Background: an optimization exercise with open tools, aiming at small area. Do not read the settings as production practice. In this exercise RTL edits were held to simulation tests only and were not proved equivalent to the original. Power and IR drop assume default switching activity.

the reference run:
==> module io_metrics_apb2_slave, before the edit <==
module io_metrics_apb2_slave #(
        parameter IO_LOGICAL = 8
    )
    (
        input wire clk,
        input wire rst,
        input wire [IO_LOGICAL - 1:0] logical_in,
        output wire [IO_LOGICAL - 1:0] logical_val,
        output wire [IO_LOGICAL - 1:0] logical_drive,
        input wire [ADDR_BITS - 1:0] PADDR,
        input wire PSEL,
        input wire PENABLE,
        input wire PWRITE,
        input wire [DATA_BITS - 1:0] PWDATA,
        output wire [DATA_BITS - 1:0] PRDATA
    );
    localparam ADDR_BITS = 12;
    localparam DATA_BITS = 8;
    reg active;
    reg local_reset;
    reg [31:0] min_pulse_low[0:IO_LOGICAL - 1];
    reg [31:0] min_pulse_high[0:IO_LOGICAL - 1];
    reg [31:0] max_pulse_low[0:IO_LOGICAL - 1];
    reg [31:0] max_pulse_high[0:IO_LOGICAL - 1];
    reg [31:0] rising_edges[0:IO_LOGICAL - 1];
    reg [31:0] falling_edges[0:IO_LOGICAL - 1];
    reg [31:0] cur_pulse[0:IO_LOGICAL - 1];
    reg [IO_LOGICAL - 1:0] cur_level;
    reg [IO_LOGICAL - 1:0] rising_since_active;
    reg [IO_LOGICAL - 1:0] falling_since_active;
    reg [IO_LOGICAL - 1:0] prev_logical_in;
    wire clear = rst || local_reset;
    function [31:0] inc32(input [31:0] a, input c0);
        integer k;
        reg c;
        begin
            c = c0;
            for (k = 0; k < 32; k = k + 1) begin
                inc32[k] = a[k] ^ c;
                c = c & a[k];
            end
        end
    endfunction
    function lt32(input [31:0] a, input [31:0] b);
        integer k;
        reg l;
        begin
            l = 1'b0;
            for (k = 0; k < 32; k = k + 1) begin
                l = (a[k] ^ b[k]) ? b[k] : l;
            end
            lt32 = l;
        end
    endfunction
    assign logical_val = 0;
    assign logical_drive = 0;
    genvar g;
    generate
        for (g = 0; g < IO_LOGICAL; g = g + 1) begin : pin
            wire in = logical_in[g];
            wire prev = prev_logical_in[g];
            wire lvl = cur_level[g];
            wire [31:0] cnt = cur_pulse[g];
            wire rise = !prev && in;
            wire fall = prev && !in;
            wire [31:0] rising_next = inc32(rising_edges[g], active && rise);
            wire [31:0] falling_next = inc32(falling_edges[g], active && fall);
            wire [31:0] closed = (lvl == prev) ? cnt : 32'd0;
            wire [31:0] min_sel = prev ? min_pulse_high[g] : min_pulse_low[g];
            wire min_lt = lt32(closed, min_sel);
            wire [31:0] max_sel = lvl ? max_pulse_high[g] : max_pulse_low[g];
            wire max_gt = lt32(max_sel, cnt);
            wire [31:0] cnt_next = inc32((!active || lvl == in) ? cnt : 32'd0, active);
            always @(posedge clk) begin
                if (clear) begin
                    min_pulse_low[g] <= 32'hffffffff;
                    min_pulse_high[g] <= 32'hffffffff;
                    max_pulse_low[g] <= 0;
                    max_pulse_high[g] <= 0;
                    rising_edges[g] <= 0;
                    falling_edges[g] <= 0;
                    cur_pulse[g] <= 0;
                    cur_level[g] <= 0;
                    rising_since_active[g] <= 0;
                    falling_since_active[g] <= 0;
                end else begin
                    rising_edges[g] <= rising_next;
                    falling_edges[g] <= falling_next;
                    cur_pulse[g] <= cnt_next;
                end
                if (!clear && active) begin
                    if (rise) begin
                        rising_since_active[g] <= 1;
                        if (falling_since_active[g] && min_lt) begin
                            min_pulse_low[g] <= closed;
                        end
                    end
                    if (fall) begin
                        falling_since_active[g] <= 1;
                        if (rising_since_active[g] && min_lt) begin
                            min_pulse_high[g] <= closed;
                        end
                    end
                    if (max_gt) begin
                        if (lvl) begin
                            max_pulse_high[g] <= cnt;
                        end else begin
                            max_pulse_low[g] <= cnt;
                        end
                    end
                    cur_level[g] <= in;
                end else if (!clear) begin
                    rising_since_active[g] <= 0;
                    falling_since_active[g] <= 0;
                end
            end
        end
    endgenerate
    wire [6:0] addr_bank = PADDR[ADDR_BITS - 1:6];
    wire [3:0] addr_word = PADDR[5:2];
    wire [1:0] addr_byte = PADDR[1:0];
    reg [DATA_BITS - 1:0] rd_byte;
    always @(*) begin: rd_mux
        integer p, b;
        rd_byte = 0;
        for (p = 0; p < IO_LOGICAL; p = p + 1) begin
            for (b = 0; b < 4; b = b + 1) begin
                if (addr_bank == p + 1 && addr_byte == b) begin
                    rd_byte = rd_byte
                        | (min_pulse_low[p][b * 8+:8] & {8{addr_word == 0}})
                        | (min_pulse_high[p][b * 8+:8] & {8{addr_word == 1}})
                        | (max_pulse_low[p][b * 8+:8] & {8{addr_word == 2}})
                        | (max_pulse_high[p][b * 8+:8] & {8{addr_word == 3}})
                        | (rising_edges[p][b * 8+:8] & {8{addr_word == 4}})
                        | (falling_edges[p][b * 8+:8] & {8{addr_word == 5}});
                end
            end
        end
    end
    assign PRDATA = rd_byte | ((PADDR == 0) ? active : 0);
    always @(posedge clk) begin
        if (clear) begin
            active <= 0;
            local_reset <= 0;
            prev_logical_in <= logical_in;
        end else begin
            prev_logical_in <= logical_in;
            if (PSEL) begin
                if (PWRITE && PENABLE) begin
                    if (PADDR == 0) begin
                        {local_reset, active} <= PWDATA[1:0];
                    end
                end
            end
        end
    end
endmodule
Settings: LEC_CHECK=0, CAP_MARGIN=20, CORE_MARGIN=2, CORE_UTILIZATION=40, SLEW_MARGIN=20; clock period 12.0 ns.
standard.sh (not shown) runs the stock make flow with config.mk's settings and CLKGATE_MAP_FILE= SYNTH_SCRIPT=/design/flow/synth_recipe.tcl, a recipe that flattens the netlist after the stock synthesis.
==> flow/flow/run.sh <==
#!/bin/bash
# Layout flow: the standard flow (standard.sh: ORFS with the standard flow's synthesis,
# floorplan, power grid, placement and routing) with one change at clock tree
# synthesis: the tree is built from clkbuf_4 buffers, with sinks clustered
# at most 7 to a leaf buffer within 40 um, and without the dummy
# loads TritonCTS adds to balance it. Everything else, synthesis included, is
# the standard flow.
set -euo pipefail
cd "$(dirname "$0")/.."
CTS="-sink_clustering_enable -repair_clock_nets -dont_use_dummy_load -buf_list sky130_fd_sc_hd__clkbuf_4 -sink_clustering_size 7 -sink_clustering_max_diameter 40"
bash standard.sh "CTS_ARGS=$CTS" finish > flow_make.log 2>&1
The following lists how the trial run was set up differently from the reference run:
--- a/flow/design.v
+++ b/flow/design.v
@@ -1523,9 +1523,9 @@
             wire rise = !prev && in;
             wire fall = prev && !in;
             wire [31:0] rising_next = inc32(rising_edges[g], active && rise);
             wire [31:0] falling_next = inc32(falling_edges[g], active && fall);
-            wire [31:0] closed = (lvl == prev) ? cnt : 32'd0;
+            wire [31:0] closed = cnt;
             wire [31:0] min_sel = prev ? min_pulse_high[g] : min_pulse_low[g];
             wire min_lt = lt32(closed, min_sel);
             wire [31:0] max_sel = lvl ? max_pulse_high[g] : max_pulse_low[g];
             wire max_gt = lt32(max_sel, cnt);
- The trial run | status: complete | timing, DRC, antenna: pass
- The reference run ran to completion and came out clean on the timing, design-rule and antenna checks.
- Comparing the reference run and the trial run, register area share after synthesis is higher on the trial run.
- Going from the reference run to the trial run, clock-buffer cell count shrank slightly.
- Summary of the trial run over the reference run: wire length of the first global-routing pass saw a decrease; global router's overall resource usage saw a decrease; part of the cycle the worst path needs saw a decrease.
- Summary of the trial run over the reference run: core utilization about even; sum of internal, switching and leakage power fell about 0.47%; horizontal die dimension went down; sequential share of layout area went up.

==> afterwards: timing with drivers on the ports <==
No port has a modelled driver above. Below, the same layouts with a new extraction and two added sets of constraints. Step 1 assumes that a clkbuf_16 drives the clock port and a buf_2 every other input. Step 2 adds t to the input delays and takes it off the output delays; t is the mean of the earliest and latest rising clock arrival at the registers after step 1. Input paths then give back, and output paths get back, about the clock's delay inside the block. a / b / c = no drivers / after step 1 / after step 2; a / b = the first two.
run	t (ns)	setup slack, ns	hold slack, ns	worst register clock-pin slew, ns
the reference run	2.272	0.589 / 0.589 / 0.034	0.322 / 0.322 / 0.322	0.11 / 0.11
the trial run	2.178	0.624 / 0.624 / 0.144	0.349 / 0.349 / 0.349	0.10 / 0.10
After both steps every run listed still meets setup and hold. The setup slack of the reference run, which loses most, moves by 0.000 ns with the drivers and by -0.555 ns with both steps.
